Source: an optimization exercise on an open RTL-to-GDS flow (aim: small area). Production flows keep margins and buffers that such runs may drop.
Function was checked by simulation only, so behaviour that the tests miss may differ from the original.
Power figures rest on the tool's default switching activity, not on a simulated workload.

==> design/flow/design.v <==
module edge_detector_s
(
  input clock, reset, din,
  output rising_confirma
);
  localparam [16:0] S1300 = 17'b11101100010001000;   
  reg        m;
  reg        s0;
  reg [16:1] sh;
  reg        rdy;
  wire [16:0] s = {sh, s0};
  wire zero15 = (s[15:0] == 16'd0);
  wire fb     = s[16] ^ s[13] ^ zero15;
  wire last   = s[16] && zero15;                     
  wire rearm  = !din && rdy;
  always @(posedge clock or posedge reset)
    if (reset) begin
      m  <= 1'b0;
      s0 <= 1'b0;
    end else begin
      m  <= m ? !rearm : s0;
      s0 <= m ? (!rearm && fb) : (!s0 && din);
    end
  always @(posedge clock) begin
    sh  <= m ? s[15:0] : 16'd0;
    rdy <= m && ((s == S1300) || (rdy && !last));
  end
  assign rising_confirma = !m && s0;
endmodule
module dspl_drv_NexysA7
(
  input clock, reset,
  input [2:0] code,           
  output reg [2:0] nxt,       
  output reg [7:0] an,
  output reg [7:0] dec_ddp
);
  localparam [9:0] PH_RESET = 10'b1111100000, PH_ADV = 10'b0000111000;
  reg [9:0] ph;
  reg       shown;
  reg [2:0] pend, sel;
  wire adv = (ph == PH_ADV);
  always @(posedge clock or posedge reset)
    if (reset) begin
      ph    <= PH_RESET;
      nxt   <= 3'd0;
      shown <= 1'b0;
    end else begin
      ph <= {ph[8:0], (ph[9] ^ ph[2]) | adv};
      if (adv) begin
        nxt   <= nxt + 3'd1;
        shown <= 1'b1;
      end
    end
  always @(posedge clock) begin
    pend <= code;
    if (adv) sel <= pend;
  end
  wire [2:0] cur = nxt - 3'd1;    
  localparam [6:0] G_0 = 7'b0000001, G_1 = 7'b1001111, G_2 = 7'b0010010, G_3 = 7'b0000110,
                   G_4 = 7'b1001100, G_J = 7'b1000111, G_S = 7'b0100100, G_E = 7'b0110000,
                   G_T = 7'b0001111, G_U = 7'b1000001, G_P = 7'b0011000, G_B = 7'b1100000,
                   G_C = 7'b0110001, G_L = 7'b1110001, G_Y = 7'b1000100, G_G = 7'b0100001,
                   G_SP = 7'b1111111, G_DASH = 7'b1111110;
  reg [6:0] seg;
  always @* begin
    if (cur == 3'd7 || cur == 3'd2)
      case (sel)
        3'd0: seg = G_0;
        3'd1: seg = G_1;
        3'd2: seg = G_2;
        3'd3: seg = G_3;
        3'd4: seg = G_4;
        3'd5: seg = G_DASH;
        3'd6: seg = (cur == 3'd7) ? G_B : G_E;
        default: seg = (cur == 3'd7) ? G_J : G_T;
      endcase
    else if (sel == 3'd5) seg = G_DASH;
    else
      case (cur)
        3'd0: case (sel) 3'd0, 3'd1: seg = G_P; 3'd2, 3'd3: seg = G_S; 3'd4: seg = G_C; default: seg = G_E; endcase
        3'd1: case (sel) 3'd0, 3'd1: seg = G_U; 3'd2, 3'd3: seg = G_S; 3'd4: seg = G_SP; default: seg = G_Y; endcase
        3'd3: case (sel) 3'd0, 3'd1: seg = G_E; 3'd2, 3'd3: seg = G_U; 3'd4: seg = G_SP; default: seg = G_S; endcase
        3'd4: case (sel) 3'd0, 3'd1: seg = G_S; 3'd2, 3'd3: seg = G_G; 3'd4: seg = G_SP; default: seg = G_L; endcase
        3'd5: case (sel) 3'd4: seg = G_B; 3'd6, 3'd7: seg = G_L; default: seg = G_SP; endcase
        default: case (sel) 3'd0, 3'd2: seg = G_1; 3'd1, 3'd3: seg = G_2; 3'd4: seg = G_SP; default: seg = G_U; endcase
      endcase
  end
  always @* begin
    an = 8'hFF;
    if (shown) an[cur] = 1'b0;
    dec_ddp = shown ? {seg, 1'b1} : 8'b00000010;
  end
endmodule
module BullsAndCows (
    input clock,
    input reset,
    input confirma_rising,
    input [15:0] SW,
    input [2:0] nxt,             
    output [15:0] led,
    output reg [2:0] code        
);
localparam [3:0] S1  = 4'd0,   
                 S2  = 4'd1,   
                 G   = 4'd2,   
                 WIN = 4'd3,
                 CK1 = 4'd4,   
                 CK2 = 4'd5,
                 CKG = 4'd6,
                 R0  = 4'd8,   
                 R1  = 4'd9,
                 R2  = 4'd10,
                 R3  = 4'd11,
                 R4  = 4'd12;
assign led = 16'b0;
reg [3:0]  st;
reg        p;         
reg [15:0] sec1, sec2, g;
wire cr = confirma_rising;
wire is_diff = (g[3:0]  != g[7:4])  && (g[3:0]  != g[11:8]) && (g[3:0] != g[15:12]) &&
               (g[7:4]  != g[11:8]) && (g[7:4]  != g[15:12]) &&
               (g[11:8] != g[15:12]);
wire [15:0] sec = p ? sec1 : sec2;
wire [3:0] eq = {g[3:0] == sec[15:12], g[3:0] == sec[11:8],
                 g[3:0] == sec[7:4],   g[3:0] == sec[3:0]};
wire bull = eq[~st[1:0]];
wire cow  = !bull && (eq != 4'd0);
wire inR    = st[3];
wire load   = (st == S1) || (st == S2) || (st == G);
wire allbull = g[0] && g[4] && g[8] && g[12];
always @(posedge clock or posedge reset)
    if (reset) st <= S1;
    else case (st)
        S1:  if (cr) st <= CK1;
        S2:  if (cr) st <= CK2;
        G:   if (cr) st <= CKG;
        CK1: st <= is_diff ? S2 : S1;
        CK2: st <= is_diff ? G  : S2;
        CKG: st <= is_diff ? R0 : G;
        R0:  st <= R1;
        R1:  st <= R2;
        R2:  st <= R3;
        R3:  st <= R4;
        R4:  if (cr) st <= allbull ? WIN : G;
        WIN: if (cr) st <= S1;
        default: st <= S1;
    endcase
always @(posedge clock) begin
    if (st == CK2) p <= 1'b0;
    else if (st == R4 && cr) p <= !p;
    if (st == S1) sec1 <= SW;
    if (st == S2) sec2 <= SW;
    if (load) g <= SW;
    else begin
        g <= {g[11:0], g[15:12]};
        if (inR && !st[2]) g[5:4] <= {cow, bull};
    end
end
wire [3:0] done = {st[2] | (st[1] & st[0]), st[2] | st[1], st[2] | st[1] | st[0], st[2]} & {4{inR}};
wire [3:0] cnt_bits = (nxt == 3'd7) ? {g[12], g[8], g[4], g[0]} : {g[13], g[9], g[5], g[1]};
wire [3:0] cb = cnt_bits & {done[3], done[2], done[1], done[0]};
wire [2:0] count = cb[0] + cb[1] + cb[2] + cb[3];
wire cpos = (nxt == 3'd7) || (nxt == 3'd2);
always @* begin
    if (inR)                 code = cpos ? count : 3'd4;
    else if (st[2])          code = 3'd5;
    else case (st[1:0])
        2'd3:    code = 3'd6;                                         
        2'd2:    code = (nxt == 3'd7) ? 3'd7 : cpos ? 3'd6 : {2'b01, p};  
        default: code = cpos ? 3'd7 : {2'b00, st[0]};                 
    endcase
end
endmodule
module top_nexys_a7 (
    input clock,
    input reset,
    input confirma,
    input logic[15:0] SW,
    output logic[15:0] LED,
    output logic [7:0] AN,
    output logic [7:0] DIGIT
);
logic confirma_rising;
logic [2:0] code;
logic [2:0] nxt;
dspl_drv_NexysA7 display(
    .clock(clock),
    .reset(reset),
    .code(code),
    .nxt(nxt),
    .an(AN),
    .dec_ddp(DIGIT)
);
BullsAndCows game(
    .clock(clock),
    .reset(reset),
    .confirma_rising(confirma_rising),
    .SW(SW),
    .nxt(nxt),
    .led(LED),
    .code(code)
);
edge_detector_s borda(
    .clock(clock),
    .reset(reset),
    .din(confirma),
    .rising_confirma(confirma_rising)
);
endmodule
==> design/flow/flow/run.sh <==
#!/bin/bash
# The standard layout (standard.sh), with three changes: ports are buffered
# with the smallest buffer, clock tree synthesis inserts no dummy loads, and
# the single constant driver of LED is not split into one tie cell per port.
set -euo pipefail
export BUFFER_PORTS_ARGS="-buffer_cell sky130_fd_sc_hd__buf_1"
export CTS_ARGS="-sink_clustering_enable -repair_clock_nets -buf_list sky130_fd_sc_hd__clkbuf_8 -dont_use_dummy_load"
export SKIP_REPAIR_TIE_FANOUT=1
bash standard.sh > standard.log 2>&1
==> design/flow/standard.sh <==
#!/bin/bash
# synth_recipe.tcl (not shown) runs the flow's synth.tcl, then flattens the netlist and writes it again
# the make line also repeats each setting of config.mk as NAME=value (left out here)
make -C /OpenROAD-flow-scripts/flow DESIGN_CONFIG=/design/flow/config.mk WORK_HOME=/design/flow/orfs CLKGATE_MAP_FILE= SYNTH_SCRIPT=/design/flow/synth_recipe.tcl "${@:-finish}"
==> design/flow/config.mk <==
export PLATFORM = sky130hd
export DESIGN_NAME = top_nexys_a7
export DESIGN_NICKNAME = top_nexys_a7
export VERILOG_FILES = /design/flow/design.v
export SDC_FILE = /design/flow/constraint.sdc
export NUM_CORES = 4
export LEC_CHECK = 0
export CAP_MARGIN = 20
export CORE_MARGIN = 2
export CORE_UTILIZATION = 40
export CTS_BUF_LIST = sky130_fd_sc_hd__clkbuf_8
export SLEW_MARGIN = 20
==> design/flow/constraint.sdc <==
create_clock -name core_clock -period 10.0 [get_ports {clock}]
set_input_delay 2.0000 -clock core_clock [delete_from_list [all_inputs] [get_ports {clock}]]
set_output_delay 2.0000 -clock core_clock [all_outputs]
set_load 0.01 [all_outputs]
==> run notes, run 1 <==
- CP max-delay cell: a21oi_1
- Final period utilization: 52.05%
- H-tree Lvls: 3
- Later-pin clock latency in the skew report: 0.36 ns
- Final Setup Violations: 0
- Ys Warns: 3
- Pwr Density: 270.3 nW/um2
- First-pass GRT wire length: 16.34 mm
- Cell area after synthesis: 4847 um2
- Largest area contributor in the netlist: edfxtp_1
- Synth top area cells: edfxtp_1 22%, dfxtp_1 15%, dfrtp_1 7.7%
- Die Area: 13010 um2
- Clock Skews: 0.02271 ns
- Clock root buffer: clkbuf_8
- Crit. End Element: output pin
- Drt initial violations: 355
- Crit path DAT: 3.21 ns
- Max-Cap Viols: 0
- Most frequent cell after synthesis: nand2_1
- Die width: 114.1 um
- Final Hold Vio Count: 0
- Area Overhead vs Synth: 4.182%
- Total global routing overflow: 0
- IO Pins: 51
- Share of the synthesized area in the top cell type: 21.68%
- Mapped Avg Cell Area: 10.25 um2
- Unrepaired setup endpoints after global routing: no
- Minimum hold slack: 0.3678 ns
- Post-synth top flop: dfxtp_1
- Initial antenna violation count: 0
- Mapped Cells: 473
- Async SR Flop Fraction: 21.74%
- Starting Density: 40.69%
- Post-synth EDFFs: 35
- Status: complete, no violations
- # diodes: 0
- Core region area: 11910 um2
- TritonCTS buffer count: 9
- I/O Buffers: 34
- Per-cell routed wire length: 15.76 um
- Area after DPL: 4925 um2
- Vias in the first global route: 3352
- Worst path max stage delay: 0.52 ns
- Worst-path fanout max: 16
- Hold-fix buffers, CTS: 0
- CTS resizes: 0
- Gp weighted congestion: 0.8553
- Overall power: 0.001365 W
- Drt drc: 0
- Post-DP HPWL: 6.886 mm
- CP most frequent cell: ha_1
- Crit-path cells: inv_1 -> ha_1 -> xor2_1 -> inv_2 -> ha_1 -> a21oi_1 -> nand2_1 -> a222oi_1 -> o21ai_0 -> buf_1
- Pre-CTS setup slack: 5.220 ns
- Slew Limit Fails: 0
- Sequential element share of the synthesized area: 47.42%
- Worst Setup Start Kind: register
- Setup TNS: 0 ns
- Detail Route Antenna Nets: 0
- CP required: 8.00 ns
- Yosys reg bits: 92
- Largest net degree at the start of global routing: 21
- Die Y-Extent: 114.1 um
- Sink Count: 92
- Tightest Pin Transition: 0.8737 ns
- Hold Path Class: reg -> reg
- CTS tree: done
- Via count: 3394
- WL final: 9.755 mm
- Setup bufs post-CTS: 0
- Overall Global Routing Usage: 15.88%
- Leak: 1.808 nW
- Deepest clock path buffer count: 2
- Share of layout cells above drive strength 1: 9.110%
- Worst-path clk slew: 0.07 ns
- Synth cell types: 56
- Peak supply drop: 0.1194 mV
- Commonest cells post-synth: 43 x nand2_1, 37 x dfxtp_1, 37 x xor2_1, 35 x edfxtp_1
- First-pass DRT Iterations: 5
- Crit path kind: reg -> out
- Num rows: 40
- Setup WS post-layout: 4.795 ns
- Vias per inst: 5.483
- Post-Layout Inst Area: 5050 um2
- Final #Nets: 506
- Final Critical Period: 5.205 ns
- Slew headroom: 41.75%
- Max Freq: 192.1 MHz
state kept, by name, indices dropped and copies added (netlist names):
signal         flops
display.ph        10
display.shown      1
display.pend       3
borda.m            1
display.nxt        3
borda.sh          16
game.sec2         16
game.g            16
borda.s0           1
game.sec1         16
display.sel        3
game.st            4
borda.rdy          1
game.p             1
layout make-up:
class	instances	area [um2]
fill	1154	6862
inverter	12	45.04
timing repair buffer	36	142.6
tap	147	183.9
clock buffer	9	123.9
sequential	92	2300
multi-input combinational	323	2255
cell usage in the layout, fill, tap and decap left out, types with 4 or more instances in the layout:
master	synthesis	final
nor3_1	7	6
o21ai_0	23	23
nor4_2	4	5
buf_1	0	34
nand2_1	43	43
dfstp_2	5	5
inv_1	11	11
nor2_1	25	25
clkbuf_8	0	9
xnor2_1	7	7
ha_1	12	12
a21oi_1	25	25
dfrtp_1	15	15
nand4_1	8	8
dfxtp_1	37	36
nor4_1	9	8
nand3_1	6	6
mux2_2	14	14
nand2b_1	4	4
xor2_1	37	37
edfxtp_1	35	35
mux2i_1	21	21
o22ai_1	6	6
and2_1	19	19
nor2b_1	5	5
stage by stage:
| stage | cells | utilization [%] |
|---|---|---|
| 5_1_grt | 619 | 42.39 |
| 3_3_place_gp | 610 | 41.34 |
| 2_1_floorplan | 473 | - |
| 6_report | 619 | 42.39 |
| 4_1_cts | 619 | 42.38 |
| 3_5_place_dp | 610 | 41.34 |
metal layers:
metal  part of all wire (%)  track usage (%)  vias up  wire (um)
met4                    1.7            6.098        0        165
met1                     48            21.94     1630       4637
met2                     47            25.04       87       4557
met5                      0                0        -          0
li1                       -                -     1661          -
met3                    4.0            2.753       16        395
worst paths after layout:
kind,end,slack [ns],start,cells past startpoint
min in group asynchronous,borda.s0,1.73,reset,2
hold / removal,display.ph[7],0.37,display.ph[6],0
setup reg to reg,display.pend[2],7.18,display.nxt[0],9
hold reg to reg,display.ph[7],0.37,display.ph[6],0
max in group asynchronous,game.st[0],7.80,reset,2
setup / recovery,DIGIT[1],4.79,display.nxt[0],10
where the power goes:
group	leakage (nW)	switching (W)	total, W	internal [W]
clock network	0.0647	0.000110	0.000190	0.0000807
registers	0.884	0.000149	0.000678	0.000528
logic	0.859	0.000255	0.000496	0.000242
total	1.81	0.000514	0.00136	0.000851
worst max-delay path, delay by kind of cell, from the launching register on:
family	cells	cell delay (ns)
adder cells (fa/ha/maj)	2	0.51
buffers and inverters	3	0.51
AO/OA/AOI/OAI	3	0.92
AND/OR/NAND/NOR	1	0.15
XOR/XNOR	1	0.30
flip-flops	1	0.45
cell families after synthesis:
group	after synthesis	synth area share, %
compound gates	87	11.44
fa+ha+maj	13	3.511
other cells	1	0.07737
xor+xnor	44	7.950
flops	92	47.42
buf+inv	58	6.298
simple gates	143	15.72
mux	35	7.589
==> run 2, diff against run 1 <==
==> design/flow/flow/run.sh (replaced) <==
#!/bin/bash
# The standard layout (standard.sh), with three changes: ports are buffered
# with the smallest buffer, clock tree synthesis inserts no dummy loads, and
# the single constant driver of LED is not split into one tie cell per port.
set -euo pipefail
export BUFFER_PORTS_ARGS="-buffer_cell sky130_fd_sc_hd__buf_1"
export CTS_ARGS="-sink_clustering_enable -sink_clustering_size 100 -sink_clustering_max_diameter 1000 -repair_clock_nets -buf_list sky130_fd_sc_hd__clkbuf_16 -root_buf sky130_fd_sc_hd__clkbuf_16 -dont_use_dummy_load"
export SKIP_REPAIR_TIE_FANOUT=1
bash standard.sh > standard.log 2>&1
==> run 2 against run 1 <==
  * Still clean
  * Via count down 0.18%
  * Routed wire length up 1.2%
  * Critical path depth unchanged
  * Register-to-register slack about the same
  * Sequential share of layout area down 0.90 points
  * First-iteration DRC count down 1.1%
  * Power up 6.8%
  * Area after synthesis unchanged
  * Clock power up 47%
  * Critical path type unchanged
==> run notes, run 2 <==
- Post-synth EDFFs: 35 (unchanged)
- CTS tree: done (unchanged)
- Mapped Cells: 473 (unchanged)
- Async SR Flop Fraction: 21.74% (unchanged)
- Post-synth top flop: dfxtp_1 (unchanged)
- TritonCTS buffer count: 9 (unchanged)
- Share of layout cells above drive strength 1: 9.110% (unchanged)
- Overall power: 0.001457 W (was 0.001365 W)
- Die width: 114.1 um (unchanged)
- Peak supply drop: 0.1391 mV (was 0.1194 mV)
- Clock Skews: 0.01448 ns (was 0.02271 ns)
- Via count: 3388 (was 3394)
- CTS resizes: 0 (unchanged)
- Minimum hold slack: 0.3650 ns (was 0.3678 ns)
- Drt initial violations: 351 (was 355)
- Area after DPL: 4925 um2 (unchanged)
- Vias in the first global route: 3362 (was 3352)
- Unrepaired setup endpoints after global routing: no (unchanged)
- Yosys reg bits: 92 (unchanged)
- Leak: 1.854 nW (was 1.808 nW)
- Setup bufs post-CTS: 0 (unchanged)
- Slew Limit Fails: 0 (unchanged)
- Largest area contributor in the netlist: edfxtp_1 (unchanged)
- Share of the synthesized area in the top cell type: 21.68% (unchanged)
- Num rows: 40 (unchanged)
- Crit. End Element: output pin (unchanged)
- H-tree Lvls: 3 (unchanged)
- Crit path DAT: 3.17 ns (was 3.21 ns)
- Core region area: 11910 um2 (unchanged)
- Footprint of the multi-input gates: 2255 um2 (unchanged)
- Layout fillers: 1142 (was 1154)
- # diodes: 0 (unchanged)
- Largest net degree at the start of global routing: 21 (unchanged)
- Storage cell area: 2300 um2 (unchanged)
- Final Hold Vio Count: 0 (unchanged)
- Most frequent cell after synthesis: nand2_1 (unchanged)
- Drt drc: 0 (unchanged)
- Post-Layout Inst Area: 5151 um2 (was 5050 um2)
- Vias per inst: 5.473 (was 5.483)
- Clock root buffer: clkbuf_16 (was clkbuf_8)
- Worst-path clk slew: 0.05 ns (was 0.07 ns)
- I/O Buffers: 34 (unchanged)
- Worst Setup Start Kind: register (unchanged)
- Final #Nets: 506 (unchanged)
- Slew headroom: 40.96% (was 41.75%)
- Final period utilization: 51.66% (was 52.05%)
- First-pass GRT wire length: 16.48 mm (was 16.34 mm)
- Gp weighted congestion: 0.8553 (unchanged)
- Starting Density: 40.69% (unchanged)
- Synth cell types: 56 (unchanged)
- First-pass DRT Iterations: 4 (was 5)
- Setup TNS: 0 ns (unchanged)
- Crit path kind: reg -> out (unchanged)
- Commonest non-fill, non-tap cell in the layout: nand2_1 (unchanged)
- Worst r2r src: display.nxt[0] (unchanged)
- Die Area: 13010 um2 (unchanged)
- Sequential element share of the synthesized area: 47.42% (unchanged)
- Detail Route Antenna Nets: 0 (unchanged)
- Min-delay src: display.ph[8] (was display.ph[6])
- Total global routing overflow: 0 (unchanged)
- WL final: 9.869 mm (was 9.755 mm)
- Final Setup Violations: 0 (unchanged)
- Worst-path fanout max: 16 (unchanged)
- Mapped Avg Cell Area: 10.25 um2 (unchanged)
- Status: complete, no violations (unchanged)
- IO Pins: 51 (unchanged)
- Hold-fix buffers, CTS: 0 (unchanged)
- Max Freq: 193.6 MHz (was 192.1 MHz)
- Initial antenna violation count: 0 (unchanged)
- CP required: 8.00 ns (about the same)
- Final Critical Period: 5.166 ns (was 5.205 ns)
- Die Y-Extent: 114.1 um (unchanged)
- Sink Count: 92 (unchanged)
- Ys Warns: 3 (unchanged)
- Post-layout util: 43.25% (was 42.39%)
- Area Overhead vs Synth: 6.273% (was 4.182%)
- Synth top area cells: edfxtp_1 22%, dfxtp_1 15%, dfrtp_1 7.7% (unchanged)
- Commonest non-fill, non-tap cells in the layout: 43 x nand2_1, 37 x xor2_1, 36 x dfxtp_1 (unchanged)
- Overall Global Routing Usage: 16.07% (was 15.88%)
- Max-Cap Viols: 0 (unchanged)
- Deepest clock path buffer count: 2 (unchanged)
- Commonest cells post-synth: 43 x nand2_1, 37 x dfxtp_1, 37 x xor2_1, 35 x edfxtp_1 (unchanged)
- Pwr Density: 282.9 nW/um2 (was 270.3 nW/um2)
- Tightest Pin Transition: 0.8855 ns (was 0.8737 ns)
- Per-cell routed wire length: 15.94 um (was 15.76 um)
- Later-pin clock latency in the skew report: 0.34 ns (was 0.36 ns)
- Post-DP HPWL: 6.886 mm (unchanged)
- Cell area after synthesis: 4847 um2 (unchanged)
- Hold Path Class: reg -> reg (unchanged)
- Setup crit start: display.nxt[0] (unchanged)
run 2: layout make-up:
cell class	instances	area share (%)
timing repair buffer	36	2.769
sequential	92	44.64
inverter	12	0.8744
tap	147	3.571
multi-input combinational	323	43.77
clock buffer	9	4.372
run 2: critical path, stage by stage (launching register included):
cell and delay, ns:
dfrtp_1 0.44, inv_1 0.17, ha_1 0.18, xor2_1 0.30
inv_2 0.19, ha_1 0.33, a21oi_1 0.51, nand2_1 0.15
a222oi_1 0.28, o21ai_0 0.12, buf_1 0.15
run 2: final timing paths:
path	endpoint	depth (start not counted)	slack, ns
hold / removal	display.ph[9]	0	0.37
setup reg to reg	display.pend[2]	9	7.19
max in group asynchronous	game.st[0]	2	7.78
setup / recovery	DIGIT[1]	10	4.83
hold reg to reg	display.ph[9]	0	0.37
min in group asynchronous	display.nxt[2]	2	1.75
run 2: cell families after synthesis:
group,after synthesis,share of synthesized area [%]
fa+ha+maj,13,3.511
flops,92,47.42
simple gates,143,15.72
other cells,1,0.07737
buf+inv,58,6.298
compound gates,87,11.44
xor+xnor,44,7.950
mux,35,7.589
run 2: per-stage QoR:
stage | std cells | setup WS [ns]
after CTS | 619 | 4.852
after detailed placement | 610 | 5.220
after global routing | 619 | 4.539
final | 619 | 4.834
after floorplan | 473 | 5.508
after global placement | 610 | 5.337
run 2: metal layers:
| layer | track usage (%) | wire length [um] |
|---|---|---|
| met1 | 22.18 | 4620 |
| met2 | 25.20 | 4677 |
| met3 | 2.753 | 401 |
| met4 | 6.585 | 169 |
| met5 | 0 | 0 |
run 2: power by group:
part	switching, W	leakage (nW)	internal (W)
logic	0.000255	0.859	0.000242
registers	0.000151	0.884	0.000529
clock network	0.000121	0.111	0.000158
==> run 3, diff against run 2 <==
==> design/flow/flow/run.sh (replaced) <==
#!/bin/bash
# The standard layout (standard.sh), with three changes: ports are buffered
# with the smallest buffer, clock tree synthesis inserts no dummy loads, and
# the single constant driver of LED is not split into one tie cell per port.
set -euo pipefail
export BUFFER_PORTS_ARGS="-buffer_cell sky130_fd_sc_hd__buf_1"
export CTS_ARGS="-sink_clustering_enable -sink_clustering_size 50 -sink_clustering_max_diameter 1000 -repair_clock_nets -buf_list sky130_fd_sc_hd__clkbuf_8 -root_buf sky130_fd_sc_hd__clkbuf_8 -dont_use_dummy_load"
export SKIP_REPAIR_TIE_FANOUT=1
bash standard.sh > standard.log 2>&1
==> run 3 against run 2 <==
  * First-iteration DRC count is 1.1% higher
  * Synthesized cell count stayed put
  * Worst hold slack better by 0.0028 ns
  * Sequential cell count stayed put
  * Global-route usage is 0.19 points lower
  * Die area stayed put
  * Highest routed layer unchanged
  * Critical path depth stayed put
  * Area after synthesis stayed put
  * Register-to-register slack hardly changed
  * Sequential power hardly changed
  * Sequential share of layout area is 0.90 points higher
  * Design area is 2.0% lower
==> run notes, run 3 <==
- Final period utilization: 52.05% (was 51.66%)
- Share of layout cells above drive strength 1: 9.110% (unchanged)
- Status: complete, no violations (unchanged)
- Post-DP HPWL: 6.886 mm (unchanged)
- Max Freq: 192.1 MHz (was 193.6 MHz)
- Post-layout util: 42.39% (was 43.25%)
- Sequential element share of the synthesized area: 47.42% (unchanged)
- Share of the synthesized area in the top cell type: 21.68% (unchanged)
- Die Y-Extent: 114.1 um (unchanged)
- Via count: 3394 (was 3388)
- Async SR Flop Fraction: 21.74% (unchanged)
- CP most frequent cell: ha_1 (unchanged)
- First-pass GRT wire length: 16.34 mm (was 16.48 mm)
- Peak supply drop: 0.1194 mV (was 0.1391 mV)
- Overall power: 0.001365 W (was 0.001457 W)
- First-pass DRT Iterations: 5 (was 4)
- Overall Global Routing Usage: 15.88% (was 16.07%)
- Footprint of the multi-input gates: 2255 um2 (unchanged)
- Final Hold Vio Count: 0 (unchanged)
- Clock root buffer: clkbuf_8 (was clkbuf_16)
- Mapped Cells: 473 (unchanged)
- Crit-path cells: inv_1 -> ha_1 -> xor2_1 -> inv_2 -> ha_1 -> a21oi_1 -> nand2_1 -> a222oi_1 -> o21ai_0 -> buf_1 (unchanged)
- Worst-path fanout max: 16 (unchanged)
- Met3 wire len: 395 um (was 401 um)
- Deepest clock path buffer count: 2 (unchanged)
- Critical path's top delay family: compound AO/OA/AOI/OAI gates (unchanged)
- CP required: 8.00 ns (about the same)
- Vias in the first global route: 3352 (was 3362)
- Largest area contributor in the netlist: edfxtp_1 (unchanged)
- Synth top area cells: edfxtp_1 22%, dfxtp_1 15%, dfrtp_1 7.7% (unchanged)
- IO Pins: 51 (unchanged)
- Gp weighted congestion: 0.8553 (unchanged)
- Setup TNS: 0 ns (unchanged)
- # diodes: 0 (unchanged)
- Die Area: 13010 um2 (unchanged)
- Drt initial violations: 355 (was 351)
- Area Overhead vs Synth: 4.182% (was 6.273%)
- CTS tree: done (unchanged)
- Drt drc: 0 (unchanged)
- Cell area after synthesis: 4847 um2 (unchanged)
- Commonest non-fill, non-tap cells in the layout: 43 x nand2_1, 37 x xor2_1, 36 x dfxtp_1 (unchanged)
- Post-Layout Inst Area: 5050 um2 (was 5151 um2)
- WL final: 9.755 mm (was 9.869 mm)
- Pwr Density: 270.3 nW/um2 (was 282.9 nW/um2)
- Sink Count: 92 (unchanged)
- Final Setup Violations: 0 (unchanged)
- Hold Path Class: reg -> reg (unchanged)
- Reg2reg path depth: 9 (unchanged)
- Starting Density: 40.69% (unchanged)
- Crit path DAT: 3.21 ns (was 3.17 ns)
- Minimum hold slack: 0.3678 ns (was 0.3650 ns)
- DRT met1 WL: 4.637 mm (was 4.620 mm)
- Post-synth top flop: dfxtp_1 (unchanged)
- Synth cell types: 56 (unchanged)
- Vias per inst: 5.483 (was 5.473)
- Critical R2R Capture: display.pend[2] (unchanged)
- Largest net degree at the start of global routing: 21 (unchanged)
- Setup bufs post-CTS: 0 (unchanged)
- Hold Path Depth: 0 (unchanged)
- Ys Warns: 3 (unchanged)
- Area after DPL: 4925 um2 (unchanged)
- Slew Limit Fails: 0 (unchanged)
- Num rows: 40 (unchanged)
- Initial antenna violation count: 0 (unchanged)
- Later-pin clock latency in the skew report: 0.36 ns (was 0.34 ns)
- Mapped Avg Cell Area: 10.25 um2 (unchanged)
- Per-cell routed wire length: 15.76 um (was 15.94 um)
- WL met2: 4.557 mm (was 4.677 mm)
- Detail Route Antenna Nets: 0 (unchanged)
- Tightest Pin Transition: 0.8737 ns (was 0.8855 ns)
- Total global routing overflow: 0 (unchanged)
- Storage cell area: 2300 um2 (unchanged)
- H-tree Lvls: 3 (unchanged)
- Final Critical Period: 5.205 ns (was 5.166 ns)
- Worst r2r src: display.nxt[0] (unchanged)
- Commonest cells post-synth: 43 x nand2_1, 37 x dfxtp_1, 37 x xor2_1, 35 x edfxtp_1 (unchanged)
- Most frequent cell after synthesis: nand2_1 (unchanged)
- TritonCTS buffer count: 9 (unchanged)
- Slack of the worst reg-to-reg path: 7.18 ns (was 7.19 ns)
- Final #Nets: 506 (unchanged)
- Yosys reg bits: 92 (unchanged)
- Crit. End Element: output pin (unchanged)
- Post-synth EDFFs: 35 (unchanged)
- Worst path max stage delay: 0.52 ns (was 0.51 ns)
- Slew headroom: 41.75% (was 40.96%)
- Worst Setup Start Kind: register (unchanged)
- Crit path kind: reg -> out (unchanged)
- Die width: 114.1 um (unchanged)
- Uppermost layer routed: met4 (unchanged)
- CP Buf/Inv Count: 3 (unchanged)
- Layout fillers: 1154 (was 1142)
- Commonest non-fill, non-tap cell in the layout: nand2_1 (unchanged)
- Hold Path Sink: display.ph[7] (was display.ph[9])
- Core region area: 11910 um2 (unchanged)
- CP max-delay cell: a21oi_1 (unchanged)
- I/O Buffers: 34 (unchanged)
- Max-Cap Viols: 0 (unchanged)
- Leak: 1.808 nW (was 1.854 nW)
- CTS resizes: 0 (unchanged)
- Clock Skews: 0.02271 ns (was 0.01448 ns)
- Unrepaired setup endpoints after global routing: no (unchanged)
- Hold-fix buffers, CTS: 0 (unchanged)
- Min-delay src: display.ph[6] (was display.ph[8])
- Worst-path clk slew: 0.07 ns (was 0.05 ns)
[run 3: worst max path at each step]
stage | startpoint | endpoint | slack (ns) | depth (start not counted)
4_1_cts | display.nxt[0] | DIGIT[6] | 4.82 | 10
3_5_place_dp | display.nxt[0] | DIGIT[6] | 5.22 | 10
6_report | display.nxt[0] | DIGIT[1] | 4.79 | 10
2_1_floorplan | display.nxt[0] | DIGIT[5] | 5.51 | 12
5_1_grt | display.nxt[0] | DIGIT[1] | 4.51 | 10
3_3_place_gp | display.nxt[0] | DIGIT[5] | 5.34 | 12
[run 3: cell type report]
| type | instances | share of cell area (%) |
|---|---|---|
| timing repair buffer | 36 | 2.825 |
| multi-input combinational | 323 | 44.65 |
| sequential | 92 | 45.54 |
| inverter | 12 | 0.8920 |
| clock buffer | 9 | 2.453 |
| tap | 147 | 3.642 |
[run 3: cells by family (layout without fill, tap and decap cells)]
| logic type | after synthesis | after routing | synth area share (%) |
|---|---|---|---|
| buf+inv | 58 | 57 | 6.298 |
| flops | 92 | 92 | 47.42 |
| mux | 35 | 35 | 7.589 |
| other cells | 1 | 1 | 0.07737 |
| simple gates | 143 | 143 | 15.72 |
| fa+ha+maj | 13 | 13 | 3.511 |
| compound gates | 87 | 87 | 11.44 |
| xor+xnor | 44 | 44 | 7.950 |
[run 3: through the flow]
stage / cells / worst slack (ns)
after floorplan: 473 / 5.508
after global placement: 610 / 5.337
after detailed placement: 610 / 5.220
after CTS: 619 / 4.820
after global routing: 619 / 4.509
final: 619 / 4.795
[run 3: report_power, final]
group	internal (W)	switching [W]
Sequential	0.000528	0.000149
Clock	0.0000807	0.000110
Combinational	0.000242	0.000255
Total	0.000851	0.000514
[run 3: per-layer routing]
metal,GRT usage (%),vias to the layer above
li1,-,1661
met5,0,-
met1,21.94,1630
met3,2.753,16
met4,6.098,0
met2,25.04,87
==> run 4, diff against run 3 <==
==> design/flow/run.sh (new file) <==
#!/bin/bash
# synth_recipe.tcl (not shown) runs the flow's synth.tcl, then flattens the netlist and writes it again
# the make line also repeats each setting of config.mk as NAME=value (left out here)
make -C /OpenROAD-flow-scripts/flow DESIGN_CONFIG=/design/flow/config.mk WORK_HOME=/design/flow/orfs CLKGATE_MAP_FILE= SYNTH_SCRIPT=/design/flow/synth_recipe.tcl finish
removed: design/flow/flow/run.sh
removed: design/flow/standard.sh
==> run 4 against run 3 <==
  * Still clean on timing, DRC and antenna
  * Worst hold slack gained 0.0025 ns
  * Utilization is 2.6 points higher
  * Critical path depth is the same
  * Sequential share of layout area shrank 2.7 points
  * Design area is 6.2% higher
==> run notes, run 4 <==
- Status: complete, no violations (unchanged)
- Post-synth EDFFs: 35 (unchanged)
- Minimum hold slack: 0.3703 ns (was 0.3678 ns)
- Reg2reg path depth: 9 (unchanged)
- Tightest Pin Transition: 0.8356 ns (was 0.8737 ns)
- Starting Density: 40.69% (unchanged)
- Post-DP HPWL: 7.107 mm (was 6.886 mm)
- Deepest clock path buffer count: 2 (unchanged)
- Final #Nets: 522 (was 506)
- # diodes: 0 (unchanged)
- I/O Buffers: 34 (unchanged)
- Peak supply drop: 0.1247 mV (was 0.1194 mV)
- Critical Path End: DIGIT[6] (was DIGIT[1])
- Hold Path Class: reg -> reg (unchanged)
- Worst-path fanout max: 16 (unchanged)
- Leak: 1.978 nW (was 1.808 nW)
- Clock root buffer: clkbuf_8 (unchanged)
- Crit path kind: reg -> out (unchanged)
- Setup crit start: display.nxt[0] (unchanged)
- CTS resizes: 0 (unchanged)
- WL final: 10.06 mm (was 9.755 mm)
- Core region area: 11910 um2 (unchanged)
- Hold-fix buffers, CTS: 0 (unchanged)
- Worst-path clk slew: 0.07 ns (about the same)
- Crit path DAT: 3.56 ns (was 3.21 ns)
- Gp weighted congestion: 0.8775 (was 0.8553)
- Final period utilization: 55.60% (was 52.05%)
- Pre-CTS setup slack: 4.861 ns (was 5.220 ns)
- Largest area contributor in the netlist: edfxtp_1 (unchanged)
- Commonest non-fill, non-tap cells in the layout: 43 x nand2_1, 37 x xor2_1, 37 x dfxtp_1 (was 43 x nand2_1, 37 x xor2_1, 36 x dfxtp_1)
- Num rows: 40 (unchanged)
- Slack of the worst reg-to-reg path: 7.20 ns (was 7.18 ns)
- Mapped Avg Cell Area: 10.25 um2 (unchanged)
- Share of the synthesized area in the top cell type: 21.68% (unchanged)
- Sequential element share of the synthesized area: 47.42% (unchanged)
- Most frequent cell after synthesis: nand2_1 (unchanged)
- Slew Limit Fails: 0 (unchanged)
- H-tree Lvls: 3 (unchanged)
- CP required: 8.00 ns (about the same)
- Area Overhead vs Synth: 10.61% (was 4.182%)
- Commonest non-fill, non-tap cell in the layout: nand2_1 (unchanged)
- Slew headroom: 44.29% (was 41.75%)
- Die width: 114.1 um (unchanged)
- Crit-path cells: inv_1 -> ha_1 -> xor2_1 -> inv_2 -> ha_1 -> a21oi_1 -> nand2_1 -> a221oi_1 -> o21a_1 -> clkdlybuf4s50_1 (was inv_1 -> ha_1 -> xor2_1 -> inv_2 -> ha_1 -> a21oi_1 -> nand2_1 -> a222oi_1 -> o21ai_0 -> buf_1)
- First-pass GRT wire length: 16.87 mm (was 16.34 mm)
- Clock Skews: 0.009179 ns (was 0.02271 ns)
- CP max-delay cell: clkdlybuf4s50_1 (was a21oi_1)
- Final Hold Vio Count: 0 (unchanged)
- Pwr Density: 258.8 nW/um2 (was 270.3 nW/um2)
- Yosys reg bits: 92 (unchanged)
- Critical path's top delay family: compound AO/OA/AOI/OAI gates (unchanged)
- Vias per inst: 5.357 (was 5.483)
- Async SR Flop Fraction: 21.74% (unchanged)
- Setup WS post-layout: 4.440 ns (was 4.795 ns)
- Post-Layout Inst Area: 5361 um2 (was 5050 um2)
- Cell area after synthesis: 4847 um2 (unchanged)
- Die Y-Extent: 114.1 um (unchanged)
- Post-synth top flop: dfxtp_1 (unchanged)
- Sink Count: 92 (unchanged)
- CP Depth: 10 (unchanged)
- Critical R2R Capture: display.pend[1] (was display.pend[2])
- Max-Cap Viols: 0 (unchanged)
- Unrepaired setup endpoints after global routing: no (unchanged)
- Final Setup Violations: 0 (unchanged)
- Vias in the first global route: 3306 (was 3352)
- Synth cell types: 56 (unchanged)
- TritonCTS buffer count: 9 (unchanged)
- Overall Global Routing Usage: 16.39% (was 15.88%)
- CP most frequent cell: ha_1 (unchanged)
- CP Buf/Inv Count: 3 (unchanged)
- Max Freq: 179.8 MHz (was 192.1 MHz)
- Detail Route Antenna Nets: 0 (unchanged)
- Min-delay src: display.ph[8] (was display.ph[6])
- Worst path max stage delay: 0.52 ns (about the same)
- Later-pin clock latency in the skew report: 0.35 ns (was 0.36 ns)
- Mapped Cells: 473 (unchanged)
- Drt drc: 0 (unchanged)
- Largest net degree at the start of global routing: 21 (unchanged)
- Total global routing overflow: 0 (unchanged)
- Crit. End Element: output pin (unchanged)
- Setup TNS: 0 ns (unchanged)
- Synth top area cells: edfxtp_1 22%, dfxtp_1 15%, dfrtp_1 7.7% (unchanged)
- Worst r2r src: display.nxt[1] (was display.nxt[0])
- Initial antenna violation count: 0 (unchanged)
- Die Area: 13010 um2 (unchanged)
- Ys Warns: 3 (unchanged)
- Per-cell routed wire length: 15.67 um (was 15.76 um)
- Share of layout cells above drive strength 1: 9.293% (was 9.110%)
- Setup bufs post-CTS: 0 (unchanged)
- IO Pins: 51 (unchanged)
- Area after DPL: 5201 um2 (was 4925 um2)
- First-pass DRT Iterations: 4 (was 5)
- Final Critical Period: 5.560 ns (was 5.205 ns)
- Commonest cells post-synth: 43 x nand2_1, 37 x dfxtp_1, 37 x xor2_1, 35 x edfxtp_1 (unchanged)
- Drt initial violations: 332 (was 355)
- Via count: 3439 (was 3394)
- CTS tree: done (unchanged)
- Worst Setup Start Kind: register (unchanged)
-- run 4: logic make-up (layout without fill, tap and decap cells) --
logic type | after synthesis | in the layout | share of synthesized area, %
xor+xnor | 44 | 44 | 7.950
flops | 92 | 92 | 47.42
buf+inv | 58 | 65 | 6.298
compound gates | 87 | 87 | 11.44
other cells | 1 | 16 | 0.07737
mux | 35 | 35 | 7.589
simple gates | 143 | 143 | 15.72
fa+ha+maj | 13 | 13 | 3.511
-- run 4: worst min path at each step --
stage,endpoint,slack [ns],cells past startpoint
6_report,display.ph[9],0.37,0
5_1_grt,display.ph[9],0.38,0
4_1_cts,display.ph[9],0.37,0
3_5_place_dp,display.ph[9],0.36,0
3_3_place_gp,display.ph[4],0.36,0
2_1_floorplan,display.ph[4],0.35,0
-- run 4: through the flow --
step / cells / util [%] / power (W)
finish: 642 / 45.01 / 0.001388
global route: 642 / 45.01 / 0.001495
CTS: 642 / 45.01 / 0.001400
detailed placement: 626 / 43.67 / 0.001188
global placement: 626 / 43.67 / 0.001181
floorplan: 488 / - / 0.001075
-- run 4: area by class of cell --
type                    instances  area [um2]
clock inverters                 7       36.28
multi-input cells             338        2311
repair buffers                 37       362.8
inverters                      12       45.04
well taps                     147       183.9
fillers                      1128        6550
clock buffers                   9       123.9
flip-flops and latches         92        2298
-- run 4: power by group --
part | internal (W) | switching [W] | leakage, nW
sequential | 0.000528 | 0.000147 | 0.884
combinational | 0.000247 | 0.000258 | 1.01
clock | 0.0000869 | 0.000122 | 0.0867
total | 0.000862 | 0.000526 | 1.98
-- run 4: metal layers --
metal  routed length [um]  vias up  track usage [%]
met5                    0        -                0
met4                  148        0            5.772
met3                  365        9            2.806
met2                 4550       85            25.20
met1                 4997     1658            23.41
li1                     -     1687                -
==> run 5, diff against run 4 <==
--- a/design/flow/design.v
+++ b/design/flow/design.v
@@ -38,7 +38,7 @@
   localparam [9:0] PH_RESET = 10'b1111100000, PH_ADV = 10'b0000111000;
   reg [9:0] ph;
   reg       shown;
-  reg [2:0] pend, sel;
+  reg [2:0] sel;
   wire adv = (ph == PH_ADV);
   always @(posedge clock or posedge reset)
     if (reset) begin
@@ -52,10 +52,8 @@
         shown <= 1'b1;
       end
     end
-  always @(posedge clock) begin
-    pend <= code;
-    if (adv) sel <= pend;
-  end
+  always @(posedge clock)
+    if (adv) sel <= code;
   wire [2:0] cur = nxt - 3'd1;    
   localparam [6:0] G_0 = 7'b0000001, G_1 = 7'b1001111, G_2 = 7'b0010010, G_3 = 7'b0000110,
                    G_4 = 7'b1001100, G_J = 7'b1000111, G_S = 7'b0100100, G_E = 7'b0110000,
@@ -117,17 +115,19 @@
 reg [3:0]  st;
 reg        p;         
 reg [15:0] sec1, sec2, g;
-wire cr = confirma_rising;
+reg crd;       
+always @(posedge clock) crd <= confirma_rising;
+wire cr = crd;
 wire is_diff = (g[3:0]  != g[7:4])  && (g[3:0]  != g[11:8]) && (g[3:0] != g[15:12]) &&
                (g[7:4]  != g[11:8]) && (g[7:4]  != g[15:12]) &&
                (g[11:8] != g[15:12]);
 wire [15:0] sec = p ? sec1 : sec2;
-wire [3:0] eq = {g[3:0] == sec[15:12], g[3:0] == sec[11:8],
-                 g[3:0] == sec[7:4],   g[3:0] == sec[3:0]};
+wire [3:0] eq = {g[7:4] == sec[15:12], g[7:4] == sec[11:8],
+                 g[7:4] == sec[7:4],   g[7:4] == sec[3:0]};
 wire bull = eq[~st[1:0]];
 wire cow  = !bull && (eq != 4'd0);
 wire inR    = st[3];
-wire load   = (st == S1) || (st == S2) || (st == G);
+wire load   = ((st == S1) || (st == S2) || (st == G)) && !cr;
 wire allbull = g[0] && g[4] && g[8] && g[12];
 always @(posedge clock or posedge reset)
     if (reset) st <= S1;
@@ -149,15 +149,15 @@
 always @(posedge clock) begin
     if (st == CK2) p <= 1'b0;
     else if (st == R4 && cr) p <= !p;
-    if (st == S1) sec1 <= SW;
-    if (st == S2) sec2 <= SW;
+    if (st == S1 && !cr) sec1 <= SW;
+    if (st == S2 && !cr) sec2 <= SW;
     if (load) g <= SW;
     else begin
         g <= {g[11:0], g[15:12]};
-        if (inR && !st[2]) g[5:4] <= {cow, bull};
+        if (inR && !st[2]) g[9:8] <= {cow, bull};
     end
 end
-wire [3:0] done = {st[2] | (st[1] & st[0]), st[2] | st[1], st[2] | st[1] | st[0], st[2]} & {4{inR}};
+wire [3:0] done = {st[2] | st[1], st[2] | st[1] | st[0], st[2], st[2] | (st[1] & st[0])} & {4{inR}};
 wire [3:0] cnt_bits = (nxt == 3'd7) ? {g[12], g[8], g[4], g[0]} : {g[13], g[9], g[5], g[1]};
 wire [3:0] cb = cnt_bits & {done[3], done[2], done[1], done[0]};
 wire [2:0] count = cb[0] + cb[1] + cb[2] + cb[3];
==> design/flow/flow/run.sh (new file) <==
#!/bin/bash
# The standard layout (standard.sh), with three changes: ports are buffered
# with the smallest buffer, clock tree synthesis inserts no dummy loads, and
# the single constant driver of LED is not split into one tie cell per port.
set -euo pipefail
export BUFFER_PORTS_ARGS="-buffer_cell sky130_fd_sc_hd__buf_1"
export CTS_ARGS="-sink_clustering_enable -repair_clock_nets -buf_list sky130_fd_sc_hd__clkbuf_8 -dont_use_dummy_load"
export SKIP_REPAIR_TIE_FANOUT=1
bash standard.sh > standard.log 2>&1
==> design/flow/standard.sh (new file) <==
#!/bin/bash
# synth_recipe.tcl (not shown) runs the flow's synth.tcl, then flattens the netlist and writes it again
# the make line also repeats each setting of config.mk as NAME=value (left out here)
make -C /OpenROAD-flow-scripts/flow DESIGN_CONFIG=/design/flow/config.mk WORK_HOME=/design/flow/orfs CLKGATE_MAP_FILE= SYNTH_SCRIPT=/design/flow/synth_recipe.tcl "${@:-finish}"
--- a/design/flow/config.mk
+++ b/design/flow/config.mk
@@ -7,6 +7,7 @@
 export LEC_CHECK = 0
 export CAP_MARGIN = 20
 export CORE_MARGIN = 2
-export CORE_UTILIZATION = 40
+export CORE_UTILIZATION = 70
 export CTS_BUF_LIST = sky130_fd_sc_hd__clkbuf_8
+export PLACE_DENSITY = 0.8
 export SLEW_MARGIN = 20
removed: design/flow/run.sh
==> run 5 against run 4 <==
  * Clock power shrank 11%
  * Via count grew 0.44%
  * Non-clock buffer count is the same
  * Still clean
  * Global-route usage grew 11 points
  * Worst hold slack lost 0.00077 ns
  * Design area shrank 7.7%
  * Utilization grew 29 points
  * Area after synthesis shrank 0.54%
  * Critical endpoint is now DIGIT[7]
  * Worst setup slack gained 0.49 ns
  * Power shrank 4.1%
  * Combinational power grew 3%
  * Clock skew grew 0.016 ns
==> run notes, run 5 <==
- Crit path DAT: 3.07 ns (was 3.56 ns)
- Worst-path clk slew: 0.07 ns (about the same)
- Via count: 3454 (was 3439)
- Commonest non-fill, non-tap cells in the layout: 35 x dfxtp_1, 35 x edfxtp_1, 34 x buf_1 (was 43 x nand2_1, 37 x xor2_1, 37 x dfxtp_1)
- First-pass DRT Iterations: 5 (was 4)
- Largest area contributor in the netlist: edfxtp_1 (unchanged)
- Final #Nets: 506 (was 522)
- Final Setup Violations: 0 (unchanged)
- Slew Limit Fails: 0 (unchanged)
- Sequential element share of the synthesized area: 46.85% (was 47.42%)
- Hold Path Class: reg -> reg (unchanged)
- Drt drc: 0 (unchanged)
- Total global routing overflow: 0 (unchanged)
- Clock root buffer: clkbuf_8 (unchanged)
- Worst r2r src: display.nxt[1] (unchanged)
- Power Internal: 0.0008172 W (was 0.0008618 W)
- Overall Global Routing Usage: 27.09% (was 16.39%)
- Logic pwr share: 38.8% (was 36.4%)
- Post-synth EDFFs: 35 (unchanged)
- First-pass GRT wire length: 15.84 mm (was 16.87 mm)
- WL final: 9.752 mm (was 10.06 mm)
- Leak: 1.865 nW (was 1.978 nW)
- I/O Buffers: 34 (unchanged)
- Sink Count: 90 (was 92)
- Mapped Cells: 472 (was 473)
- Area Overhead vs Synth: 2.673% (was 10.61%)
- Layout fillers: 505 (was 1128)
- Unrepaired setup endpoints after global routing: no (unchanged)
- Sequential share of power: 47.2% (was 48.6%)
- Peak supply drop: 0.1895 mV (was 0.1247 mV)
- Hold Path Sink: display.ph[7] (was display.ph[9])
- Core region area: 6719 um2 (was 11910 um2)
- Post-synth top flop: edfxtp_1 (was dfxtp_1)
- Sw Ratio: 38.61% (was 37.89%)
- CTS tree: done (unchanged)
- Later-pin clock latency in the skew report: 0.36 ns (was 0.35 ns)
- Final period utilization: 50.68% (was 55.60%)
- Slack of the worst reg-to-reg path: 6.99 ns (was 7.20 ns)
- Tightest Pin Transition: 0.8398 ns (was 0.8356 ns)
- Hold-fix buffers, CTS: 0 (unchanged)
- Largest net degree at the start of global routing: 25 (was 21)
- Footprint of the multi-input gates: 2276 um2 (was 2311 um2)
- H-tree Lvls: 3 (unchanged)
- Num rows: 30 (was 40)
- Ys Warns: 3 (unchanged)
- Storage cell area: 2258 um2 (was 2298 um2)
- Initial antenna violation count: 0 (unchanged)
- Clock Skews: 0.02563 ns (was 0.009179 ns)
- Net switching power: 0.0005139 W (was 0.0005257 W)
- Hold Path Depth: 0 (unchanged)
- Final Critical Period: 5.068 ns (was 5.560 ns)
- Commonest cells post-synth: 35 x dfxtp_1, 35 x edfxtp_1, 32 x nand2_1, 32 x xor2_1, 28 x o21ai_0 (was 43 x nand2_1, 37 x dfxtp_1, 37 x xor2_1, 35 x edfxtp_1)
- Worst-path fanout max: 16 (unchanged)
- CTS resizes: 0 (unchanged)
- Detail Route Antenna Nets: 0 (unchanged)
- Die width: 86.99 um (was 114.1 um)
- Pwr Density: 268.9 nW/um2 (was 258.8 nW/um2)
- Starting Density: 71.75% (was 40.69%)
- Min-delay src: display.ph[6] (was display.ph[8])
- Cell area after synthesis: 4821 um2 (was 4847 um2)
- Yosys reg bits: 90 (was 92)
- Crit path kind: reg -> out (unchanged)
- Share of layout cells above drive strength 1: 8.263% (was 9.293%)
- Setup WS post-layout: 4.932 ns (was 4.440 ns)
- Setup bufs post-CTS: 0 (unchanged)
- Status: complete, no violations (unchanged)
- Reg2reg path depth: 9 (unchanged)
- Async SR Flop Fraction: 22.22% (was 21.74%)
- Post-DP HPWL: 6.989 mm (was 7.107 mm)
- Final Hold Vio Count: 0 (unchanged)
- Max Freq: 197.3 MHz (was 179.8 MHz)
- Gp weighted congestion: 0.9143 (was 0.8775)
- Pre-CTS setup slack: 5.320 ns (was 4.861 ns)
- Worst Setup Start Kind: register (unchanged)
- CP required: 8.00 ns (about the same)
- Setup TNS: 0 ns (unchanged)
- Deepest clock path buffer count: 2 (unchanged)
- Vias per inst: 6.257 (was 5.357)
- Post-layout util: 73.67% (was 45.01%)
- Vias in the first global route: 3308 (was 3306)
- Drt initial violations: 173 (was 332)
- Max-Cap Viols: 0 (unchanged)
- Share of the synthesized area in the top cell type: 21.80% (was 21.68%)
- Synth top area cells: edfxtp_1 22%, dfxtp_1 15%, dfrtp_1 7.8% (was edfxtp_1 22%, dfxtp_1 15%, dfrtp_1 7.7%)
- TritonCTS buffer count: 9 (unchanged)
- Clock power share: 14.0% (was 15.0%)
- Die Area: 7566 um2 (was 13010 um2)
- IO Pins: 51 (unchanged)
- Die Y-Extent: 86.99 um (was 114.1 um)
- Critical R2R Capture: display.sel[2] (was display.pend[1])
- Synth cell types: 60 (was 56)
- Slew headroom: 43.95% (was 44.29%)
- Mapped Avg Cell Area: 10.21 um2 (was 10.25 um2)
- Per-cell routed wire length: 17.67 um (was 15.67 um)
- Crit. End Element: output pin (unchanged)
- # diodes: 0 (unchanged)
-- run 5: cell types whose count changed in the layout (fill, tap and decap cells not counted), moves of 4 or more --
| cell | change |
|---|---|
| o21ai_0 | +5 |
| nand2_1 | -11 |
| nand3_1 | +7 |
| nor2_1 | -8 |
| conb_1 | -15 |
| xor2_1 | -5 |
| a21oi_1 | -5 |
| buf_1 | +34 |
| xnor2_1 | +4 |
| nor4_2 | -5 |
| o2111ai_1 | +4 |
| inv_1 | -4 |
| clkdlybuf4s50_1 | -34 |
-- run 5: worst max-delay path: stages (launching register included) --
cell       delay [ns]
dfrtp_1          0.43
inv_1            0.14
ha_1             0.25
xor2_2           0.20
inv_2            0.25
ha_1             0.32
a21o_1           0.29
o2111ai_1        0.19
o41ai_1          0.26
o21ai_1          0.10
and3_1           0.18
buf_1            0.12
-- run 5: logic make-up (layout without fill, tap and decap cells) --
logic type,after synthesis,after routing,share of synthesized area [%]
and+or+nand+nor,135,135,14.87
xor gates and xnor gates,44,44,8.150
adders and majority gates,13,13,3.530
muxes,39,39,8.487
other,1,1,0.07779
AOI/OAI and AO/OA,93,93,12.09
DFF,90,90,46.85
buffers and inverters,57,57,5.943
-- run 5: cell type report --
type                       instances  area share, %
multi-input combinational        325          45.98
timing repair buffer              37          3.033
clock buffer                       9          2.503
inverter                          11         0.8342
tap                               80          2.022
sequential                        90          45.63
-- run 5: worst max path at each step --
| stage | startpoint | slack [ns] | end |
|---|---|---|---|
| detailed placement | display.nxt[0] | 5.32 | DIGIT[7] |
| floorplan | display.nxt[0] | 5.51 | DIGIT[7] |
| CTS | display.nxt[0] | 4.96 | DIGIT[7] |
| finish | display.nxt[0] | 4.93 | DIGIT[7] |
| global placement | display.nxt[0] | 5.43 | DIGIT[7] |
| global route | display.nxt[0] | 4.68 | DIGIT[7] |
-- run 5: metrics by stage --
stage	hold WS, ns	power, W	instances	cell area, um2
after floorplan	0.3463	0.001025	472	4821
after CTS	0.3700	0.001326	552	4950
after detailed placement	0.3592	0.001141	543	4826
after global routing	0.3763	0.001415	552	4950
after global placement	0.3568	0.001125	543	4826
final	0.3696	0.001331	552	4950
-- run 5: per-layer routing --
| metal | up-vias | GRT usage, % | wire length, um |
|---|---|---|---|
| met5 | - | 0 | 0 |
| met4 | 0 | 10.23 | 262 |
| met3 | 24 | 5.308 | 494 |
| met2 | 117 | 44.21 | 4704 |
| met1 | 1644 | 35.90 | 4290 |
| li1 | 1669 | - | - |
-- run 5: power groups by stage --
| stage | combinational [W] | sequential [W] | clock [W] |
|---|---|---|---|
| finish | 0.000517 | 0.000628 | 0.000186 |
| global route | 0.000572 | 0.000643 | 0.000201 |
| CTS | 0.000512 | 0.000626 | 0.000188 |
| detailed placement | 0.000508 | 0.000633 | 0 |
| global placement | 0.000495 | 0.000630 | 0 |
| floorplan | 0.000473 | 0.000551 | 0 |
==> run 6, diff against run 5 <==
--- a/design/flow/config.mk
+++ b/design/flow/config.mk
@@ -7,7 +7,6 @@
 export LEC_CHECK = 0
 export CAP_MARGIN = 20
 export CORE_MARGIN = 2
-export CORE_UTILIZATION = 70
+export CORE_UTILIZATION = 40
 export CTS_BUF_LIST = sky130_fd_sc_hd__clkbuf_8
-export PLACE_DENSITY = 0.8
 export SLEW_MARGIN = 20
==> run 6 against run 5 <==
  * Register-to-register slack better by 0.08 ns
  * Maximum frequency is 0.75% lower
  * Sequential cell count did not move
  * Still clean on timing, DRC and antenna
  * Worst setup slack got worse by 0.038 ns
  * Largest cell class unchanged
  * Worst hold slack got worse by 0.00055 ns
==> run notes, run 6 <==
- Area Overhead vs Synth: 4.412% (was 2.673%)
- IO Pins: 51 (unchanged)
- Num rows: 40 (was 30)
- Post-synth EDFFs: 35 (unchanged)
- Clock Skews: 0.02596 ns (was 0.02563 ns)
- I/O Buffers: 34 (unchanged)
- Minimum hold slack: 0.3690 ns (was 0.3696 ns)
- Crit. End Element: output pin (unchanged)
- Worst-path clk slew: 0.08 ns (was 0.07 ns)
- Slew Limit Fails: 0 (unchanged)
- Mapped Avg Cell Area: 10.21 um2 (unchanged)
- WL final: 9.615 mm (was 9.752 mm)
- Share of the synthesized area in the top cell type: 21.80% (unchanged)
- TritonCTS buffer count: 9 (unchanged)
- CP max-delay cell: dfrtp_1 (unchanged)
- Mapped Cells: 472 (unchanged)
- Overall Global Routing Usage: 15.61% (was 27.09%)
- Final Setup Violations: 0 (unchanged)
- Setup TNS: 0 ns (unchanged)
- Final #Nets: 506 (unchanged)
- Tightest Pin Transition: 0.8477 ns (was 0.8398 ns)
- Crit-path cells: inv_1 -> ha_1 -> xor2_2 -> inv_2 -> ha_1 -> a21o_1 -> o2111ai_1 -> o41ai_1 -> o21ai_1 -> and3_1 -> buf_1 (unchanged)
- CP most frequent cell: ha_1 (unchanged)
- Sink Count: 90 (unchanged)
- Vias in the first global route: 3289 (was 3308)
- Via count: 3381 (was 3454)
- Worst Setup Start Kind: register (unchanged)
- Slew headroom: 43.43% (was 43.95%)
- Post-DP HPWL: 6.849 mm (was 6.989 mm)
- Die width: 113.8 um (was 86.99 um)
- Critical path's top delay family: compound AO/OA/AOI/OAI gates (unchanged)
- Final period utilization: 51.06% (was 50.68%)
- CP required: 8.00 ns (about the same)
- First-pass DRT Iterations: 7 (was 5)
- Final Critical Period: 5.106 ns (was 5.068 ns)
- Share of layout cells above drive strength 1: 8.263% (unchanged)
- Worst-path fanout max: 16 (unchanged)
- Gp weighted congestion: 0.9302 (was 0.9143)
- Ys Warns: 3 (unchanged)
- Slack of the worst reg-to-reg path: 7.07 ns (was 6.99 ns)
- Synth top area cells: edfxtp_1 22%, dfxtp_1 15%, dfrtp_1 7.8% (unchanged)
- CP Buf/Inv Count: 3 (unchanged)
- Deepest clock path buffer count: 2 (unchanged)
- H-tree Lvls: 3 (unchanged)
- Initial antenna violation count: 0 (unchanged)
- # diodes: 0 (unchanged)
- Vias per inst: 5.462 (was 6.257)
- Hold Path Class: reg -> reg (unchanged)
- Starting Density: 40.47% (was 71.75%)
- Drt initial violations: 325 (was 173)
- Gr busiest metal: met2 (unchanged)
- Per-cell routed wire length: 15.53 um (was 17.67 um)
- Crit path kind: reg -> out (unchanged)
- Drt drc: 0 (unchanged)
- Unrepaired setup endpoints after global routing: no (unchanged)
- Largest area contributor in the netlist: edfxtp_1 (unchanged)
- Met1 Use GR: 20.84% (was 35.90%)
- Die Y-Extent: 113.8 um (was 86.99 um)
- Leak: 1.865 nW (unchanged)
- Commonest non-fill, non-tap cells in the layout: 35 x dfxtp_1, 35 x edfxtp_1, 34 x buf_1 (unchanged)
- First-pass GRT wire length: 16.28 mm (was 15.84 mm)
- Final Hold Vio Count: 0 (unchanged)
- CTS resizes: 0 (unchanged)
- Status: complete, no violations (unchanged)
- Max Freq: 195.8 MHz (was 197.3 MHz)
- Worst path max stage delay: 0.44 ns (was 0.43 ns)
- Yosys reg bits: 90 (unchanged)
- Core region area: 11910 um2 (was 6719 um2)
- Post-synth top flop: edfxtp_1 (unchanged)
- Hold-fix buffers, CTS: 0 (unchanged)
- Grt met3 use: 2.604% (was 5.308%)
- Sequential element share of the synthesized area: 46.85% (unchanged)
- Synth cell types: 60 (unchanged)
- Total global routing overflow: 0 (unchanged)
- Die Area: 12950 um2 (was 7566 um2)
- Detail Route Antenna Nets: 0 (unchanged)
- CTS tree: done (unchanged)
- Clock root buffer: clkbuf_8 (unchanged)
- Cell area after synthesis: 4821 um2 (unchanged)
- Commonest cells post-synth: 35 x dfxtp_1, 35 x edfxtp_1, 32 x nand2_1, 32 x xor2_1, 28 x o21ai_0 (unchanged)
- Largest net degree at the start of global routing: 25 (unchanged)
- Async SR Flop Fraction: 22.22% (unchanged)
- Max-Cap Viols: 0 (unchanged)
- Later-pin clock latency in the skew report: 0.36 ns (about the same)
- Pwr Density: 262.8 nW/um2 (was 268.9 nW/um2)
- Crit path DAT: 3.11 ns (was 3.07 ns)
- Peak supply drop: 0.1192 mV (was 0.1895 mV)
- Setup bufs post-CTS: 0 (unchanged)
- Met2 Track Usage GR: 25.71% (was 44.21%)
-- run 6: cell counts after synthesis --
Identical to the previous run, type by type.
-- run 6: logic make-up (layout without fill, tap and decap cells) --
kind of cell / Yosys count / in the layout / synth area share [%]
simple gates: 135 / 135 / 14.87
compound gates: 93 / 93 / 12.09
flops: 90 / 90 / 46.85
buf+inv: 57 / 57 / 5.943
xor+xnor: 44 / 44 / 8.150
mux: 39 / 39 / 8.487
fa+ha+maj: 13 / 13 / 3.530
other cells: 1 / 1 / 0.07779
-- run 6: path summary, 6_finish.rpt --
path | start | to | depth (start not counted)
max | display.nxt[0] | DIGIT[7] | 11
min | display.ph[6] | display.ph[7] | 0
max reg2reg | display.nxt[0] | display.sel[1] | 9
min reg2reg | display.ph[6] | display.ph[7] | 0
max in group asynchronous | reset | display.ph[0] | 2
min in group asynchronous | reset | display.nxt[1] | 2
-- run 6: area by class of cell --
| type | instances | area (um2) |
|---|---|---|
| Clock buffer | 9 | 123.9 |
| Fill cell | 1169 | 6878 |
| Inverter | 11 | 41.29 |
| Multi-Input combinational cell | 325 | 2276 |
| Sequential cell | 90 | 2258 |
| Tap cell | 147 | 183.9 |
| Timing Repair Buffer | 37 | 150.1 |
-- run 6: stage by stage --
stage          setup slack [ns]  power [W]  util (%)  cells  cell area (um2)
4_1_cts                   4.929   0.001332     42.26    619             5034
2_1_floorplan             5.506   0.001025         -    472             4821
5_1_grt                   4.610   0.001421     42.26    619             5034
6_report                  4.894   0.001323     42.26    619             5034
3_3_place_gp              5.406   0.001131     41.22    610             4910
3_5_place_dp              5.307   0.001140     41.22    610             4910
-- run 6: routing by layer --
layer	vias to the layer above	routed length, um
met4	0	178
li1	1671	-
met2	98	4446
met3	17	417
met1	1595	4573
met5	-	0
-- run 6: report_power, final --
group | internal (W) | switching (W)
Sequential | 0.000491 | 0.000136
Combinational | 0.000246 | 0.000260
Clock | 0.0000807 | 0.000109

what the ideal ports hide:
The results above use ideal ports. As a check the final layouts listed here were re-extracted and re-timed, cells and wires unchanged.
Step 1, drivers: a clkbuf_16 drives clock and a buf_2 each remaining input, both assumed.
Step 2 adds t to the input delays and takes it off the output delays; t is the mean of the earliest and latest rising clock arrival at the registers after step 1. Input paths then give back, and output paths get back, about the clock's delay inside the block.
a / b / c = ideal ports / drivers / drivers and shift; a / b = the first two.
run	shift t [ns]	setup slack, ns	worst data-port slew with drivers (ns)
run 1	0.380	4.795 / 4.764 / 5.143	0.04
run 2	0.368	4.834 / 4.799 / 5.167	0.04
run 3	0.380	4.795 / 4.764 / 5.143	0.04
run 4	0.376	4.440 / 4.409 / 4.785	0.03
run 5	0.378	4.932 / 4.900 / 5.278	0.04
run 6	0.375	4.894 / 4.862 / 5.237	0.03
After both steps setup and hold are still met in every run listed.
